What follows belongs to an exercise in optimizing a design on an open flow for small area and a short achievable clock period; a production flow would make more cautious choices. No run shown here included a check of the RTL's function; only the layout flow was run. Power is estimated from default activity; no workload was simulated.

==> flow/design.v, too long to show whole: its modules and the start of the top module <==
// module IEEE754_Mult: 1129 lines
// module fa: 4 lines
module IEEE754_Mult
(
	input clock,
	input resetn,
	input [31:0] a,
	input [31:0] b,
	output [31:0] y
);
  // ...
==> flow/flow/run.sh <==
#!/bin/bash
set -euo pipefail
bash standard.sh SETUP_SLACK_MARGIN=7 TNS_END_PERCENT=1 "BUFFER_PORTS_ARGS=-buffer_cell sky130_fd_sc_hd__buf_2"  finish > standard.log 2>&1
==> flow/standard.sh <==
#!/bin/bash
# synth_recipe.tcl (not shown) runs the flow's synth.tcl, then flattens the netlist and writes it again
# the make line also repeats each setting of config.mk as NAME=value (left out here)
make -C /OpenROAD-flow-scripts/flow DESIGN_CONFIG=/design/flow/config.mk WORK_HOME=/design/flow/orfs CLKGATE_MAP_FILE= SYNTH_SCRIPT=/design/flow/synth_recipe.tcl "${@:-finish}"
==> flow/config.mk <==
export PLATFORM = sky130hd
export DESIGN_NAME = IEEE754_Mult
export DESIGN_NICKNAME = IEEE754_Mult
export VERILOG_FILES = /design/flow/design.v
export SDC_FILE = /design/flow/constraint.sdc
export NUM_CORES = 4
export LEC_CHECK = 0
export CAP_MARGIN = 20
export CORE_MARGIN = 2
export CORE_UTILIZATION = 40
export CTS_BUF_LIST = sky130_fd_sc_hd__clkbuf_8 sky130_fd_sc_hd__clkbuf_16
export SETUP_SLACK_MARGIN = 5
export SLEW_MARGIN = 20
export SYNTH_HIERARCHICAL = 1
==> flow/constraint.sdc <==
create_clock -name core_clock -period 11.0 [get_ports {clock}]
set_input_delay 2.2000 -clock core_clock [delete_from_list [all_inputs] [get_ports {clock}]]
set_output_delay 2.2000 -clock core_clock [all_outputs]
set_load 0.01 [all_outputs]
==> summary.md, run 1 <==
| Metric | Value |
|---|---|
| Tmin final | ~4.5 ns |
| Period utilization | 0.406 |
| Area share of buffers outside the clock network | 0.0846 |
| Root Driver | clkbuf_16 |
| Worst-Skew Late Latency | around 0.43 ns |
| Leakage | between 7 and 8 nW |
| Synth Area in XOR/XNOR | 0.175 |
| Area after DPL | about 17,000 um2 |
| Antenna Nets Post-Route | 0 |
| Global-route wire length before repair | approximately 79,000 um |
| Status | complete, no violations |
| Gate power share | 0.826 |
| Combinational power | 0.00625 W |
| Antenna violations before repair | 1 |
| Final Max Tran Viols | 0 |
| Post-CTS Setup Inserts | 18 |
| FFs w/ async S/R, synth | 0 |
| Clock Skews | between 0.015 and 0.02 ns |
| Met1 usage | 0.340 |
| Hold crit path type | reg2reg |
| Comb_multi_in | 1,239 |
| Clock tree cell share of total cell area | 0.0324 |
| Syn avg cell area | 10.2 um2 |
| Setup Total Neg Slack | 0 ns |
| Stages on worst setup path | 13 |
| Capture point of the worst path | c23 |
| Synthesized Nets | a little under 2,000 |
| Die Span Y | between 200 and 250 um |
| Tap cell count | 525 |
| Yosys Warn Count | 7 |
| Power Clock | 0.000589 W |
==> inputs of run 2 (changes only) <==
--- a/flow/design.v
+++ b/flow/design.v
@@ -1021,26 +1021,40 @@
 	wire lG974 = lG959 | (lT960 & lG952);
 	wire lG975 = lo_g[16] | (lo_t[16] & lG974);
 	wire lG976 = lG923 | (lT924 & lG974);
 	wire lG977 = lG943 | (lT944 & lG974);
 	wire lG978 = lG945 | (lT946 & lG974);
 	wire lG979 = lG961 | (lT962 & lG974);
 	wire lG980 = lG963 | (lT964 & lG974);
 	wire lG981 = lG965 | (lT966 & lG974);
+	wire lG982 = lo_g[16] | (lo_t[16] & lG941);
+	wire lT983 = lo_t[16] & lT942;
+	wire lG984 = lG923 | (lT924 & lG941);
+	wire lT985 = lT924 & lT942;
+	wire lG986 = lG943 | (lT944 & lG941);
+	wire lT987 = lT944 & lT942;
+	wire lG988 = lG945 | (lT946 & lG941);
+	wire lT989 = lT946 & lT942;
+	wire lG990 = lo_g[20] | (lo_t[20] & lG988);
+	wire lT991 = lo_t[20] & lT989;
+	wire lG992 = lG927 | (lT928 & lG988);
+	wire lT993 = lT928 & lT989;
+	wire lG994 = lG947 | (lT948 & lG988);
+	wire lT995 = lT948 & lT989;
 	wire [4:0] b0_s = {1'b0, c863, c861, c859, c857} + {1'b0, s864, s862, s860, s858};
 	wire [4:0] b1_s = {1'b0, c871, c869, c867, c865} + {1'b0, s872, s870, s868, s866};
 	wire [4:0] b2_s = {1'b0, c879, c877, c875, c873} + {1'b0, s880, s878, s876, s874};
 	wire [4:0] b3_s = {1'b0, c887, c885, c883, c881} + {1'b0, s888, s886, s884, s882};
 	wire [4:0] b4_s = {1'b0, c895, c893, c891, c889} + {1'b0, s896, s894, s892, s890};
 	wire [4:0] b5_s = {1'b0, c903, c901, c899, c897} + {1'b0, s904, s902, s900, s898};
 	wire [1:0] b6_s = {1'b0, c905} + {1'b0, s906};
 	reg        z2, s2;
 	reg [7:0]  e2;
-	reg c23;
+	reg lg0, lg1, lp1;
 	reg [3:0] bs0;
 	reg bg0;
 	reg bp0;
 	reg [3:0] bs1;
 	reg bg1;
 	reg bp1;
 	reg [3:0] bs2;
 	reg bg2;
@@ -1054,17 +1068,19 @@
 	reg [3:0] bs5;
 	reg bg5;
 	reg bp5;
 	reg [0:0] bs6;
 	always @(posedge clock) begin
 		z2 <= !resetn || z1;
 		s2 <= s1;
 		e2 <= e1;
-		c23 <= lG981;
+		lg0 <= lG970;
+		lg1 <= lG994;
+		lp1 <= lT995;
 		bs0 <= b0_s[3:0];
 		bg0 <= b0_s[4];
 		bp0 <= &({c863, c861, c859, c857} ^ {s864, s862, s860, s858});
 		bs1 <= b1_s[3:0];
 		bg1 <= b1_s[4];
 		bp1 <= &({c871, c869, c867, c865} ^ {s872, s870, s868, s866});
 		bs2 <= b2_s[3:0];
 		bg2 <= b2_s[4];
@@ -1075,17 +1091,17 @@
 		bs4 <= b4_s[3:0];
 		bg4 <= b4_s[4];
 		bp4 <= &({c895, c893, c891, c889} ^ {s896, s894, s892, s890});
 		bs5 <= b5_s[3:0];
 		bg5 <= b5_s[4];
 		bp5 <= &({c903, c901, c899, c897} ^ {s904, s902, s900, s898});
 		bs6 <= b6_s[0:0];
 	end
-	wire cb0 = c23;
+	wire cb0 = lg1 | (lp1 & lg0);
 	wire [3:0] bi0 = bs0 + 4'd1;
 	wire r0_0 = cb0 ? bi0[0] : bs0[0];
 	wire r0_1 = cb0 ? bi0[1] : bs0[1];
 	wire r0_2 = cb0 ? bi0[2] : bs0[2];
 	wire r0_3 = cb0 ? bi0[3] : bs0[3];
 	wire cb1 = bg0 | (cb0 & bp0);
 	wire [3:0] bi1 = bs1 + 4'd1;
 	wire r1_0 = cb1 ? bi1[0] : bs1[0];
==> summary.md, run 2 <==
| Metric | Value |
|---|---|
| GR Util All Layers | 0.230 |
| Slew @ Worst Pin | 0.712 ns |
| CTS Hold Bufs | 0 |
| Worst path cell trace | o21ai_1 > o21a_2 > nor3_4 > a21oi_4 > o21a_4 > or4_1 > a21oi_2 > buf_2 |
| Crit Path Category | reg2out |
| Power Density | approximately 400 nW/um2 |
| R2R setup slack | between 6 and 7 ns |
| Htree depth | 4 |
| Die footprint | between 40,000 and 50,000 um2 |
| Critical path origin | bg0 |
| Max Cap Viol | 0 |
| Critical path endpoint category | output pin |
| Setup Total Neg Slack | 0 ns (unchanged) |
| Wire length per cell | around 22 um |
| Die X | just over 200 um |
| Most frequent cells in the layout | xnor2_1 (296), a22oi_1 (259), fa_1 (255) |
| Critical path data arrival time | 2.62 ns |
| # IOs | between 90 and 100 |
| Die Span Y | 204 um (-0.29%) |
| Worst-Skew Late Latency | 0.45 ns (+0.02 ns) |
| Antenna Nets Post-Route | 0 (unchanged) |
| Distinct cells, synth | ~50 |
| Yosys Warn Count | 7 (unchanged) |
| Top cells by area, synth | fa_1 (33%), xnor2_1 (16%), dfxtp_1 (15%) |
| Slew headroom | 0.526 |
| Max reg flops | 23 |
| FF-to-FF path depth | 13 |
| DP Worst Slack | around 6 ns |
| DP Wirelength | about 33,000 um |
| Most common cell in the netlist | xnor2_1 |
| CTS clk-pin slew, worst paths | 0.06 ns |
| Max Root-Sink Buffers | 2 |
| Root Driver | clkbuf_16 |
| Slowest stage delay, CP | 0.48 ns |
| RePlAce Congestion | around 0.87 |
| FFs w/ async S/R, synth | 0 (unchanged) |
| Crit path max-delay cell type | or4_1 |
| Tmin final | 4.82 ns (+0.350 ns) |
| CP startpoint kind | flop |
| Most common cell after layout, fill and taps aside | xnor2_1 |
| Core Area | around 40,000 um2 |
| Largest reg by FF count | ma |
| Global-route wire length before repair | 73,400 um (-6.7%) |
| Top cells by count, synth | xnor2_1 (296), a22oi_1 (264), fa_1 (263) |
| Layout fillers | about 3,800 |
| Hold crit path type | reg2reg |
| Yosys reg bits | about 120 |
| Final Hold Vio Count | 0 |
| DRC errors left | 0 |
| Leakage | 6.78 nW (-5.1%) |
| CTS tree | yes |
| Clock sink count | between 100 and 150 |
| Capture point of the worst path | y[29] |
| Clock Skews | 0.0209 ns (+0.00406 ns) |
| Cell area after synthesis | around 16,000 um2 |
| Req. time, crit path | around 9 ns |
| Net count, final | roughly 2,000 |
| Ys flop type | dfxtp_1 |
| Final setup violating endpoints | 0 |
| Reg2reg start | ma[16] |
| Final Max Tran Viols | 0 (unchanged) |
| Post-synth top area share | 0.329 |
| Largest net degree at the start of global routing | 35 |
| FMAX | between 0.2 and 0.25 GHz |
| Status | complete, no violations |
| Syn avg cell area | 10.2 um2 (+0.11%) |
| Initial Util | 0.404 |
| Area of the multi-input gates | between 10,000 and 15,000 um2 |
| Register area share after synthesis | 0.148 |
| Port bufs | between 90 and 100 |
| Synthesized Nets | 1,965 (-0.56%) |
| CTS buffer count | 17 |
| Period utilization | 0.438 (+0.0318) |
| Remaining global-route overflow | 0 |
| Vias in the first global route | about 13,000 |
| Via/cell ratio | about 5.8 |
| Antenna violations before repair | 0 (-1) |
| Drt pass-1 iters | 7 |
| Area growth, synth to finish | 11.1% |
| Core Util, Final | 0.449 |
| Critical path peak fanout | 7 |
| Worst vdd ir | around 0.26 mV |
| Reg area | between 2000 and 2500 um2 |
| Largest regs | ma: 23 flops, one: 12 flops, two: 12 flops |
| Synth Instances | 1,562 |
| Drt total wl | roughly 46,000 um |
| RSZ-0062 raised after global routing | true |
| Layout cells sized above 1 | 0.149 |
| Core Rows | 73 |
| Largest area contributor in the netlist | fa_1 |
| Worst Slack Setup Final | 6.18 ns |
| Hold Slack | ~0.33 ns |
| EDFF count, synth | 0 |
| Initial drt markers | around 1,300 |
| RR Endpoint | lg1 |
| Via count | ~12,000 |
run 2: changes by cell type after synthesis, moves of 3 or more:
| cell | previous run | this run |
|---|---|---|
| a211oi_1 | 2 | 17 |
| a211oi_2 | 16 | 1 |
| a21o_1 | 9 | 14 |
| a31oi_1 | 8 | 3 |
| buf_6 | 5 | 0 |
| and2_1 | 6 | 2 |
| and3_1 | 5 | 1 |
| buf_1 | 17 | 21 |
| nor2_1 | 33 | 29 |
| mux2i_1 | 0 | 3 |
| nand2_1 | 35 | 32 |
| o21ai_0 | 29 | 26 |
| or2_2 | 2 | 5 |
run 2: cells by family after synthesis:
logic type / count (synthesis) / synth area share
AOI/OAI and AO/OA: 390 / 0.173
xor gates and xnor gates: 322 / 0.176
adders and majority gates: 342 / 0.390
buffers and inverters: 219 / 0.0519
DFF: 118 / 0.148
muxes: 10 / 0.00680
and+or+nand+nor: 161 / 0.0546
run 2: worst min-delay path by stage:
stage / start / end / slack (ns) / cells after the start
2_1_floorplan: e1[0] / e2[0] / 0.31 / 0
3_3_place_gp: s1 / s2 / 0.31 / 0
3_5_place_dp: e1[6] / e2[6] / 0.31 / 0
4_1_cts: e1[6] / e2[6] / 0.33 / 0
5_1_grt: e1[3] / e2[3] / 0.33 / 0
6_report: e1[6] / e2[6] / 0.33 / 0
run 2: cell type report:
cell class,instances,share of cell area
Tap cell,525,0.0369
Clock inverter,14,0.00718
Inverter,71,0.0150
Sequential cell,118,0.133
Antenna cell,1,0.000141
Timing Repair Buffer,160,0.0539
Multi-Input combinational cell,1228,0.729
Clock buffer,18,0.0247
run 2: metrics by stage:
stage	power, W	instances	area [um2]
after floorplan	0.00504	1562	16300
after global placement	0.00645	2094	17100
after detailed placement	0.00655	2094	17100
after CTS	0.00721	2133	17800
after global routing	0.00796	2134	17800
final	0.00712	2135	17800
run 2: per-layer routing:
metal / track usage / part of all wire
met4: 0.0608 / 0.018
met1: 0.315 / 0.44
met2: 0.369 / 0.47
met5: 0 / 0
met3: 0.0494 / 0.074
run 2: power breakdown:
group	total, W	leakage [nW]	switching [W]	internal, W
sequential	0.000705	0.993	0.0000635	0.000641
clock	0.000545	0.275	0.000227	0.000318
combinational	0.00587	5.51	0.00314	0.00273
run 2: what timing repair did:
action / 4_1_cts / 5_1_grt
gates cloned: 2 / 1
pin swaps: 2 / 2
endpoints found under the setup margin: 58 / 60
gates resized for setup: 10 / 1
buffers inserted: 5 / 0
run 2: Yosys stat by module, one instance, submodules excluded:
module / copies in the design / area (um2) / cells inside
IEEE754_Mult: 1 / 10900 / 1306
fa: 256 / 20.0 / 1
run 2: critical path: cells and delay by family (launching register included):
| family | cells | cell delay (ns) |
|---|---|---|
| compound gates | 5 | 0.85 |
| buf+inv | 1 | 0.14 |
| flops | 1 | 0.38 |
| simple gates | 2 | 0.82 |

separate check: timing with driven ports:
No port has a modelled driver above. Below, the same layouts with a new extraction and two added sets of constraints. Step 1: set_driving_cell puts a clkbuf_16 on clock and a buf_2 on each other input, an assumption about the parent block. Step 2 moves the port delays by t, midway between the first and last clock arrival at a register: inputs arrive t later, outputs are due t later. That takes back most of the time a late clock gives input paths. a / b / c = ideal / step 1 / step 2; a / b = the first two.
run	shift t [ns]	setup WS [ns]	hold slack, ns	worst setup path at the end	worst slew at a driven data input, ns
run 1	0.465	6.529 / 6.506 / 6.529	0.326 / 0.326 / 0.326	register to register	0.05
run 2	0.489	6.179 / 6.125 / 6.298	0.326 / 0.326 / 0.326	register to register	0.03
After both steps setup and hold are still met in every run listed.
